What follows belongs to an exercise in optimizing a design on an open flow for small area and a short achievable clock period; a production flow would make more cautious choices.

==> exp/delta <==
// LDL_crc32_dn_check
module LDL_crc32_dn_check #(parameter NUM = 16)(
  input  [8*NUM -1:0]        data,  
  input  [$clog2(NUM) -1:0]  bnum,  
  input         valid,
  input         eof  ,
  output reg    err  ,
  input         rst_n,
  input         clk
);
==> flow/config.mk <==
export PLATFORM = sky130hd
export DESIGN_NAME = LDL_crc32_dn_check
export DESIGN_NICKNAME = LDL_crc32_dn_check
export VERILOG_FILES = /design/flow/design.v
export SDC_FILE = /design/flow/constraint.sdc
export NUM_CORES = 4
export LEC_CHECK = 0
export ABC_CLOCK_PERIOD_IN_PS = 1500
export CAP_MARGIN = 20
export CORE_MARGIN = 2
export CORE_UTILIZATION = 50
export SLEW_MARGIN = 20
export SYNTH_HIERARCHICAL = 1
export SYNTH_MINIMUM_KEEP_SIZE = 0
==> flow/constraint.sdc <==
create_clock -name core_clock -period 24.0 [get_ports {clk}]
set_input_delay 4.8000 -clock core_clock [delete_from_list [all_inputs] [get_ports {clk}]]
set_output_delay 4.8000 -clock core_clock [all_outputs]
set_load 0.01 [all_outputs]
run.sh (not shown) runs the stock make flow with config.mk's settings and CLKGATE_MAP_FILE= SYNTH_SCRIPT=/design/flow/synth_recipe.tcl, a recipe that flattens the netlist after the stock synthesis.
==> inputs of exp/cedar, as changes to exp/delta <==
==> flow/flow/run.sh (new file) <==
#!/bin/bash
set -euo pipefail
export BUFFER_PORTS_ARGS="-buffer_cell sky130_fd_sc_hd__buf_1"
bash standard.sh SETUP_SLACK_MARGIN=0 finish > make_finish.log 2>&1
==> flow/standard.sh (new file) <==
#!/bin/bash
# synth_recipe.tcl (not shown) runs the flow's synth.tcl, then flattens the netlist and writes it again
# the make line also repeats each setting of config.mk as NAME=value (left out here)
make -C /OpenROAD-flow-scripts/flow DESIGN_CONFIG=/design/flow/config.mk WORK_HOME=/design/flow/orfs CLKGATE_MAP_FILE= SYNTH_SCRIPT=/design/flow/synth_recipe.tcl "${@:-finish}"
removed: flow/run.sh
==> inputs of exp/pepper, as changes to exp/delta <==
==> flow/flow/run.sh (new file) <==
#!/bin/bash
set -euo pipefail
bash standard.sh SETUP_SLACK_MARGIN=14 finish > make_finish.log 2>&1
==> flow/standard.sh (new file) <==
#!/bin/bash
# synth_recipe.tcl (not shown) runs the flow's synth.tcl, then flattens the netlist and writes it again
# the make line also repeats each setting of config.mk as NAME=value (left out here)
make -C /OpenROAD-flow-scripts/flow DESIGN_CONFIG=/design/flow/config.mk WORK_HOME=/design/flow/orfs CLKGATE_MAP_FILE= SYNTH_SCRIPT=/design/flow/synth_recipe.tcl "${@:-finish}"
removed: flow/run.sh
==> inputs of exp/nickel, as changes to exp/delta <==
==> flow/flow/run.sh (new file) <==
#!/bin/bash
set -euo pipefail
export BUFFER_PORTS_ARGS="-buffer_cell sky130_fd_sc_hd__buf_1"
bash standard.sh SETUP_SLACK_MARGIN=14 finish > make_finish.log 2>&1
==> flow/standard.sh (new file) <==
#!/bin/bash
# synth_recipe.tcl (not shown) runs the flow's synth.tcl, then flattens the netlist and writes it again
# the make line also repeats each setting of config.mk as NAME=value (left out here)
make -C /OpenROAD-flow-scripts/flow DESIGN_CONFIG=/design/flow/config.mk WORK_HOME=/design/flow/orfs CLKGATE_MAP_FILE= SYNTH_SCRIPT=/design/flow/synth_recipe.tcl "${@:-finish}"
removed: flow/run.sh
==> run summary <==
Setup slack at placement: exp/nickel 12770 ps; exp/delta 12410 ps; exp/pepper 12410 ps; exp/cedar 12770 ps
Number of stages on the worst setup path: exp/nickel 17; exp/delta 17; exp/pepper 17; exp/cedar 16
Fraction of layout instances using a drive strength above 1: exp/nickel 7.93%; exp/delta 3.36%; exp/pepper 12.5%; exp/cedar 3.71%
Iteration-0 DRC Markers: exp/nickel 1309; exp/delta 1447; exp/pepper 1522; exp/cedar 1472
CTS resizes: exp/nickel 43; exp/delta 0; exp/pepper 113; exp/cedar 0
Final worst clock skew: exp/nickel 6.42 ps; exp/delta 5.87 ps; exp/pepper 6.27 ps; exp/cedar 7.07 ps
Number of setup buffers added after CTS: exp/nickel 0; exp/delta 0; exp/pepper 3; exp/cedar 0
Critical R2R Launch: exp/nickel s[1]$_SDFFE_PN1P_; exp/delta s[6]$_SDFFE_PN1P_; exp/pepper s[6]$_SDFFE_PN1P_; exp/cedar s[19]$_SDFFE_PN1P_
Critical-path top delay cell: exp/nickel sky130_fd_sc_hd__or3b_4; exp/delta sky130_fd_sc_hd__xor2_1; exp/pepper sky130_fd_sc_hd__or3b_4; exp/cedar sky130_fd_sc_hd__or4b_1
Post-route minimum period: exp/nickel 9900 ps; exp/delta 11560 ps; exp/pepper 9960 ps; exp/cedar 11090 ps
Critical Path Max Stage Delay: exp/nickel 520 ps; exp/delta 750 ps; exp/pepper 500 ps; exp/cedar 840 ps
Routing usage on met1: exp/nickel 58.8%; exp/delta 57.2%; exp/pepper 56.0%; exp/cedar 59.6%
Number of global-route vias before repair: exp/nickel 9463; exp/delta 9726; exp/pepper 9842; exp/cedar 9415
Global-route track usage on met3: exp/nickel 11.0%; exp/delta 9.10%; exp/pepper 12.5%; exp/cedar 8.92%
Run status: exp/nickel timing/DRC/antenna clean; exp/delta timing/DRC/antenna clean; exp/pepper timing/DRC/antenna clean; exp/cedar timing/DRC/antenna clean
All-Layer GR Usage: exp/nickel 45.7%; exp/delta 44.9%; exp/pepper 45.7%; exp/cedar 45.3%
Count of TritonRoute iterations in the first routing pass: exp/nickel 6; exp/delta 5; exp/pepper 5; exp/cedar 5
Fraction of area in multi-input gates: exp/nickel 84.5%; exp/delta 78.3%; exp/pepper 79.6%; exp/cedar 83.8%
Layout clock area frac: exp/nickel 1.64%; exp/delta 1.32%; exp/pepper 1.21%; exp/cedar 1.72%
Placer's final routability congestion estimate: exp/nickel 1.13; exp/delta 1.19; exp/pepper 1.19; exp/cedar 1.13
Avg Vias per Cell: exp/nickel 5.76; exp/delta 5.86; exp/pepper 5.90; exp/cedar 5.83
No run of this note included a check of the RTL's function; only the layout flow was run.

## what the ideal ports hide
How much do the figures lean on ideal ports? The routed layouts below were timed once more, with nothing changed but the port constraints.
Step 1 (the two cells are an assumption about what drives the block):
set clk [get_ports {clk}]
set_driving_cell -lib_cell sky130_fd_sc_hd__clkbuf_16 $clk
set_driving_cell -lib_cell sky130_fd_sc_hd__buf_2 [delete_from_list [all_inputs] $clk]
Step 2, shift: input delay + t, output delay - t, t = (earliest + latest rising clock arrival at the registers) / 2. This alone moves slack from input paths to output paths.
a / b / c = ideal ports / drivers / drivers and shift; a / b = the first two.
run	shift t [ns]	setup WS [ns]	worst hold slack (ns)
exp/delta	0.314	12.443 / 12.454 / 12.140	0.508 / 0.508 / 0.508
exp/cedar	0.312	12.913 / 12.921 / 12.609	0.500 / 0.500 / 0.500
exp/pepper	0.318	14.036 / 14.052 / 13.734	0.502 / 0.502 / 0.502
exp/nickel	0.313	14.098 / 14.112 / 13.799	0.503 / 0.503 / 0.503
After both steps setup and hold are still met in every run listed. The setup slack of exp/cedar, which loses most, moves by +0.008 ns with the drivers and by -0.304 ns with both steps.
